Source: an optimization exercise on an open RTL-to-GDS flow (aim: small area). Production flows keep margins and buffers that such runs may drop.
Only simulation tests tie the RTL to the original design; equivalence was not proved.
Power is estimated from default activity; no workload was simulated.

// controller
module controller
	#(
		parameter CLKS_PER_BIT = 5208,
		parameter FIFO_RX_SIZE = 16,
		parameter FIFO_TX_SIZE = 16
	)
	(
		input							clk,
		input							rst,
		output 						UART_TXD,
		input							UART_RXD,
		input							RE,
		input							WE,
		input			[7:0]			send_data,
		output		[7:0]			receive_data,
		output						rx_empty
	);
	wire tick;
	tx_ring tx (
		.clk(clk),
		.rst(rst),
		.WE(WE),
		.send_data(send_data),
		.UART_TXD(UART_TXD),
		.tick(tick)
	);
	rx_ring rx (
		.clk(clk),
		.rst(rst),
		.tick(tick),
		.UART_RXD(UART_RXD),
		.RE(RE),
		.receive_data(receive_data),
		.rx_empty(rx_empty)
	);
endmodule
For scale: roughly 820 cells after synthesis, roughly 300 flip-flops, roughly 0.0096 mm^2 of cells after synthesis.
Settings: LEC_CHECK=0, CAP_MARGIN=20, CORE_MARGIN=2, CORE_UTILIZATION=60, CTS_BUF_LIST=sky130_fd_sc_hd__clkbuf_2 sky130_fd_sc_hd__clkbuf_4 sky130_fd_sc_hd__clkbuf_8, SLEW_MARGIN=20; clock period 20.0 ns.
run.sh (not shown) runs the stock make flow with config.mk's settings and CLKGATE_MAP_FILE= SYNTH_SCRIPT=/design/flow/synth_recipe.tcl, a recipe that flattens the netlist after the stock synthesis.
The baseline produced a clean layout.
Rerun with:
- CTS_BUF_LIST: sky130_fd_sc_hd__clkbuf_2 sky130_fd_sc_hd__clkbuf_4 sky130_fd_sc_hd__clkbuf_8 -> sky130_fd_sc_hd__clkbuf_8
- CTS_CLUSTER_DIAMETER: unset -> 60
- CTS_CLUSTER_SIZE: unset -> 20
Sequential power barely changes.
Critical path depth is unchanged.
Fmax barely changes.
Non-clock buffer count does not change.
Via count went down by 3.8%.
Cell count fell by 5.4%.
Worst hold slack gets better by 8.4 ps.
Final area falls by 6.3%.
Rerun with:
- CTS_BUF_LIST: sky130_fd_sc_hd__clkbuf_8 -> sky130_fd_sc_hd__clkbuf_4
- CTS_CLUSTER_DIAMETER: 60 -> unset
- CTS_CLUSTER_SIZE: 20 -> 30
Die area is unchanged; setup slack degrades by 88 ps; routed wire length went up by 4.1%; final area went up by 5.5%.
Rerun with:
==> flow/flow/run.sh (new file) <==
#!/bin/bash
# The standard layout (standard.sh), with two changes made through ORFS's own
# make variables: port buffers use the smallest buffer cell, and clock tree
# synthesis clusters up to 20 flip-flops per clkbuf_8 and adds no dummy loads.
set -euo pipefail
bash standard.sh \
  "BUFFER_PORTS_ARGS=-buffer_cell sky130_fd_sc_hd__buf_1" \
  "CTS_ARGS=-sink_clustering_enable -repair_clock_nets -sink_clustering_size 20 -sink_clustering_max_diameter 60 -buf_list sky130_fd_sc_hd__clkbuf_8 -dont_use_dummy_load" \
  finish > flow.log 2>&1
==> flow/standard.sh (new file) <==
#!/bin/bash
# synth_recipe.tcl (not shown) runs the flow's synth.tcl, then flattens the netlist and writes it again
# the make line also repeats each setting of config.mk as NAME=value (left out here)
make -C /OpenROAD-flow-scripts/flow DESIGN_CONFIG=/design/flow/config.mk WORK_HOME=/design/flow/orfs CLKGATE_MAP_FILE= SYNTH_SCRIPT=/design/flow/synth_recipe.tcl "${@:-finish}"
- CTS_BUF_LIST: sky130_fd_sc_hd__clkbuf_4 -> sky130_fd_sc_hd__clkbuf_8
- CTS_CLUSTER_DIAMETER: unset -> 60
- CTS_CLUSTER_SIZE: 30 -> 20
removed: flow/run.sh
Outcome: The changed run went through all stages and came out clean; wire length goes down by 3.2%; first-iteration DRC count rose by 13%; register-to-register slack improved by 40 ps.
Rerun with:
==> flow/run.sh (new file) <==
#!/bin/bash
# synth_recipe.tcl (not shown) runs the flow's synth.tcl, then flattens the netlist and writes it again
# the make line also repeats each setting of config.mk as NAME=value (left out here)
make -C /OpenROAD-flow-scripts/flow DESIGN_CONFIG=/design/flow/config.mk WORK_HOME=/design/flow/orfs CLKGATE_MAP_FILE= SYNTH_SCRIPT=/design/flow/synth_recipe.tcl finish
- CTS_BUF_LIST: sky130_fd_sc_hd__clkbuf_8 -> sky130_fd_sc_hd__clkbuf_16
- CTS_CLUSTER_DIAMETER: 60 -> 80
- CTS_CLUSTER_SIZE: 20 -> 30
removed: flow/flow/run.sh
removed: flow/standard.sh
Wire length went down by 0.42%.
Setup slack loses 23 ps.
Global-route usage hardly moves.
Synthesized area does not change.
Sequential power barely changes.
Hold slack is better by 26 ps.
Cell area rises by 2.9%.


job 4601:
The RTL this note starts from:
==> flow/design.v <==
module rx_ring
	(
		input				clk,
		input				rst,
		input				tick,
		input				UART_RXD,
		input				RE,
		output	[7:0]	receive_data,
		output			rx_empty
	);
	reg  [127:0] ring;
	reg  [3:0]   cq;		 
	reg  [3:0]   hp;		 
	reg  [3:0]   bitn;		 
	reg  [3:0]   sub;		 
	reg          pend;		 
	wire [7:0] last = ring[127:120];
	wire       tap = (cq == 4'd0);
	wire       bnd = tick & (sub == 4'd12);
	wire       idle = (bitn == 4'd0);
	wire       det = tick & idle & !UART_RXD;
	wire       step = bnd & !idle;
	wire       shift = tap & pend;
	wire       complete = shift & (bitn == 4'd10);
	assign receive_data = ring[8*hp +: 8];
	assign rx_empty = (hp == cq);
	always @(posedge clk) begin
		ring <= {ring[119:0], shift ? {UART_RXD, last[7:1]} : last};
		sub <= det ? 4'd7 : bnd ? 4'd0 : sub + {3'd0, tick & !idle};
		pend <= (pend & !shift) | (step & (bitn >= 4'd2) & (bitn <= 4'd9));
		cq <= rst ? 4'd0 : cq + {3'd0, !complete};
		hp <= rst ? 4'd0 : hp + {3'd0, !RE};
		bitn <= (rst | (step & (bitn == 4'd10))) ? 4'd0 : bitn + {3'd0, det | step};
	end
endmodule
module tx_ring
	(
		input				clk,
		input				rst,
		input				WE,
		input		[7:0]	send_data,
		output	reg		UART_TXD,
		output			tick
	);
	localparam [127:0] INV = {8{16'hff00}};
	reg  [127:0] ring;
	reg  [3:0]   wq;		 
	reg  [3:0]   rq;		 
	reg          sweep;		 
	reg  [4:0]   pre;		 
	reg  [3:0]   bitn;		 
	reg  [3:0]   sub;		 
	wire [127:0] v = ring ^ INV;
	wire [7:0]   last = v[127:120];
	wire         tap = (rq == 4'd0);
	assign       tick = tap & (pre == 5'd24);
	wire         bnd = tick & (sub == 4'd12);
	wire         idle = (bitn == 4'd0);
	wire         go = tick & idle & (wq != rq);
	wire         step = bnd & !idle;
	wire         shift = step & (bitn <= 4'd8);
	wire         done = bnd & (bitn == 4'd10);
	wire         clr = rst | sweep;
	wire [7:0] head = clr ? 8'd0 : (shift ? {1'b0, last[7:1]} : last);
	reg [127:0] vn;
	integer p;
	always @(*) begin
		vn[7:0] = head | (send_data & {8{WE & (wq == 4'd0)}});
		for (p = 1; p < 16; p = p + 1)
			vn[8*p +: 8] = v[8*(p-1) +: 8] | (send_data & {8{WE & (wq == p)}});
	end
	always @(posedge clk) begin
		ring <= vn ^ INV;
		pre <= tick ? 5'd0 : pre + {4'd0, tap};
		sub <= (go | bnd) ? 4'd0 : sub + {3'd0, tick & !idle};
		wq <= rst ? 4'd1 : wq + {3'd0, !WE};
		rq <= rst ? 4'd1 : rq + {3'd0, !done};
		sweep <= rst | (sweep & (rq != 4'd15));
		bitn <= (rst | done) ? 4'd0 : bitn + {3'd0, go | step};
		UART_TXD <= rst | (!go & ((step & (!shift | last[0])) | (!step & UART_TXD)));
	end
endmodule
module controller
	#(
		parameter CLKS_PER_BIT = 5208,
		parameter FIFO_RX_SIZE = 16,
		parameter FIFO_TX_SIZE = 16
	)
	(
		input							clk,
		input							rst,
		output 						UART_TXD,
		input							UART_RXD,
		input							RE,
		input							WE,
		input			[7:0]			send_data,
		output		[7:0]			receive_data,
		output						rx_empty
	);
	wire tick;
	tx_ring tx (
		.clk(clk),
		.rst(rst),
		.WE(WE),
		.send_data(send_data),
		.UART_TXD(UART_TXD),
		.tick(tick)
	);
	rx_ring rx (
		.clk(clk),
		.rst(rst),
		.tick(tick),
		.UART_RXD(UART_RXD),
		.RE(RE),
		.receive_data(receive_data),
		.rx_empty(rx_empty)
	);
endmodule
clock: 20.0 ns
lec_check: 0
cap_margin: 20
core_margin: 2
core_utilization: 60
cts_buf_list: sky130_fd_sc_hd__clkbuf_8
cts_cluster_diameter: 60
cts_cluster_size: 20
slew_margin: 20
standard.sh (not shown) runs the stock make flow with config.mk's settings and CLKGATE_MAP_FILE= SYNTH_SCRIPT=/design/flow/synth_recipe.tcl, a recipe that flattens the netlist after the stock synthesis.
==> flow/flow/run.sh <==
#!/bin/bash
set -euo pipefail
bash standard.sh \
  "BUFFER_PORTS_ARGS=-buffer_cell sky130_fd_sc_hd__buf_1" \
  "CTS_ARGS=-sink_clustering_enable -repair_clock_nets -sink_clustering_size 12 -sink_clustering_max_diameter 40 -buf_list sky130_fd_sc_hd__clkbuf_4 -dont_use_dummy_load" \
  finish > flow.log 2>&1
### job 4601 -> job 374
==> flow/flow/run.sh <==
#!/bin/bash
# The standard layout (standard.sh), with two changes made through ORFS's own
# make variables: port buffers use the smallest buffer cell, and clock tree
# synthesis clusters up to 20 flip-flops per clkbuf_8 and adds no dummy loads.
set -euo pipefail
bash standard.sh \
  "BUFFER_PORTS_ARGS=-buffer_cell sky130_fd_sc_hd__buf_1" \
  "CTS_ARGS=-sink_clustering_enable -repair_clock_nets -sink_clustering_size 20 -sink_clustering_max_diameter 60 -buf_list sky130_fd_sc_hd__clkbuf_8 -dont_use_dummy_load" \
  finish > flow.log 2>&1
Die area came out exactly the same in job 4601 and job 374.
NOTE: worst setup slack in job 374 exceeds that of job 4601
In terms of total power, job 4601 and job 374 differ only marginally.
Changes observed in job 374 relative to job 4601: critical path's largest stage delay went down 0.02 ns; first-pass GRT wire length fell by 1.7%; post-route cell area flat.
Cmp job 4601 and job 374 / hold slack / lower: job 374
Relative to job 4601, total clock buffers created by CTS has decreased by 15 in job 374.
Job 374 -> job 4601: relative contribution of sequential cells to total power flat
Re post-synthesis cell type count: no difference whatsoever between job 4601 and job 374.
Compared job 374 against job 4601; average via count per standard cell within noise.
The following lists how job 7581 was set up differently from job 374:
==> flow/flow/run.sh <==
#!/bin/bash
set -euo pipefail
bash standard.sh \
  "BUFFER_PORTS_ARGS=-buffer_cell sky130_fd_sc_hd__buf_1" \
  "CTS_ARGS=-sink_clustering_enable -repair_clock_nets -sink_clustering_size 30 -sink_clustering_max_diameter 80 -buf_list sky130_fd_sc_hd__clkbuf_16 -dont_use_dummy_load" \
  finish > flow.log 2>&1
Notes after the runs:
Status: number of flip-flops and latches parity (job 7581, job 374)
Job 374 has higher number of clock buffers inserted by TritonCTS than job 7581.
~same first-pass GRT wire length in job 7581 and job 374
Job 7581 ends up with higher worst path setup slack after routing than job 374 does.
Here is what was changed in the inputs of job 7591 compared with job 7581.
==> flow/flow/run.sh <==
#!/bin/bash
set -euo pipefail
bash standard.sh \
  "BUFFER_PORTS_ARGS=-buffer_cell sky130_fd_sc_hd__buf_1" \
  "CTS_ARGS=-sink_clustering_enable -repair_clock_nets -sink_clustering_size 12 -sink_clustering_max_diameter 40 -buf_list sky130_fd_sc_hd__clkbuf_4 -dont_use_dummy_load" \
  finish > flow.log 2>&1
--- a/flow/config.mk
+++ b/flow/config.mk
@@ -8 +8 @@
-export CAP_MARGIN = 20
+export CAP_MARGIN = 0
@@ -11,4 +11 @@
-export CTS_BUF_LIST = sky130_fd_sc_hd__clkbuf_8
-export CTS_CLUSTER_DIAMETER = 60
-export CTS_CLUSTER_SIZE = 20
-export SLEW_MARGIN = 20
+export SLEW_MARGIN = 0
- Summary — wire length, job 7591 relative to job 7581: higher, by 270 um.
- Density: job 7591 sparser than job 7581
- [compare] base=job 7581 new=job 7591: maximum frequency moved down; post-layout instance area fell by 1.0%.


controller, a different RTL version from the one above (not shown whole).
Size in the first run: roughly 23 I/O pins.
## controller
module controller
	#(
		parameter CLKS_PER_BIT = 5208,
		parameter FIFO_RX_SIZE = 16,
		parameter FIFO_TX_SIZE = 16
	)
	(
		input							clk,
		input							rst,
		output 						UART_TXD,
		input							UART_RXD,
		input							RE,
		input							WE,
		input			[7:0]			send_data,
		output		[7:0]			receive_data,
		output						rx_empty
	);
clock: 20.0 ns
lec_check: 0
cap_margin: 0
core_margin: 2
core_utilization: 70
slew_margin: 0
==> flow/flow/run.sh <==
#!/bin/bash
# The standard layout (standard.sh), with these changes made through ORFS's
# own make variables:
# - the transmit ring's OAI cell module (tx_oai) is mapped on its own and then
#   flattened like the rest, so each even stage bit gets one o21ai gate;
# - port buffers use the smallest buffer cell;
# - clock tree synthesis clusters up to 12 flip-flops per clkbuf_4 and adds
#   no dummy loads.
# make's full output goes to flow.log; ORFS keeps each step's log under orfs/logs.
set -euo pipefail
bash standard.sh \
  "SYNTH_KEEP_MODULES=tx_oai" \
  "BUFFER_PORTS_ARGS=-buffer_cell sky130_fd_sc_hd__buf_1" \
  "CTS_ARGS=-sink_clustering_enable -repair_clock_nets -sink_clustering_size 12 -sink_clustering_max_diameter 40 -buf_list sky130_fd_sc_hd__clkbuf_4 -dont_use_dummy_load" \
  finish > flow.log 2>&1
The starting point completed with no timing, DRC or antenna violations.
Next try:
==> flow/flow/run.sh (replaced) <==
#!/bin/bash
set -euo pipefail
bash standard.sh \
  "SYNTH_KEEP_MODULES=tx_oai" \
  "BUFFER_PORTS_ARGS=-buffer_cell sky130_fd_sc_hd__buf_1" \
  "CTS_ARGS=-sink_clustering_enable -repair_clock_nets -sink_clustering_size 12 -sink_clustering_max_diameter 40 -buf_list sky130_fd_sc_hd__clkbuf_4 -dont_use_dummy_load" \
  finish > flow.log 2>&1
What happened: The changed run produced a clean layout. Sequential cell count does not change. Total power stays the same. Final area is unchanged.
Next try:
==> flow/flow/run.sh (replaced) <==
#!/bin/bash
set -euo pipefail
bash standard.sh \
  "SYNTH_KEEP_MODULES=tx_oai" \
  "BUFFER_PORTS_ARGS=-buffer_cell sky130_fd_sc_hd__buf_1" \
  "CTS_ARGS=-sink_clustering_enable -repair_clock_nets -sink_clustering_size 12 -sink_clustering_max_diameter 80 -buf_list sky130_fd_sc_hd__clkbuf_4 -dont_use_dummy_load" \
  finish > flow.log 2>&1
CORE_UTILIZATION = 60   (was 70)
After rerunning: Via count came out lower by 1.1%; clock skew decreases by 0.029 ns; routed wire length is higher by 0.68%; cell count is higher by 1.1%; first-iteration DRC count goes down by 14%; die area rose by 16%; final area is about the same; total power decreases by 0.94%.

==> port drivers added, routing unchanged <==
Ports are ideal in the flow. The routed layouts listed here were re-timed in OpenROAD. Step 1, drivers: a clkbuf_16 drives clk and a buf_2 each remaining input, both assumed. Step 2 moves the port delays by t, midway between the first and last clock arrival at a register: inputs arrive t later, outputs are due t later. That takes back most of the time a late clock gives input paths. Three values: ideal, step 1, step 2; two values: the first two.
run	t, ns	setup WS [ns]	slew at the worst register clock pin (ns)	pins driven straight from the clock port
the first run of note 1	0.586	13.034 / 12.996 / 13.582	0.07 / 0.07	1
the second run of note 1	0.561	13.036 / 12.998 / 13.559	0.11 / 0.11	1
the third run of note 1	0.665	12.947 / 12.910 / 13.574	0.07 / 0.07	1
the fourth run of note 1	0.552	13.099 / 13.060 / 13.612	0.12 / 0.12	1
the fifth run of note 1	0.522	13.076 / 13.032 / 13.554	0.11 / 0.11	1
job 4601	0.619	13.396 / 13.359 / 13.978	0.12 / 0.12	1
job 374	0.529	13.484 / 13.449 / 13.978	0.12 / 0.12	1
job 7581	0.492	13.502 / 13.461 / 13.953	0.11 / 0.11	1
job 7591	0.621	13.046 / 13.008 / 13.629	0.12 / 0.12	1
the first run of note 3	0.691	12.970 / 12.935 / 13.625	0.12 / 0.12	1
the second run of note 3	0.691	12.970 / 12.935 / 13.625	0.12 / 0.12	1
the third run of note 3	0.685	12.970 / 12.930 / 13.615	0.13 / 0.13	1
After both steps every run listed still meets setup and hold.
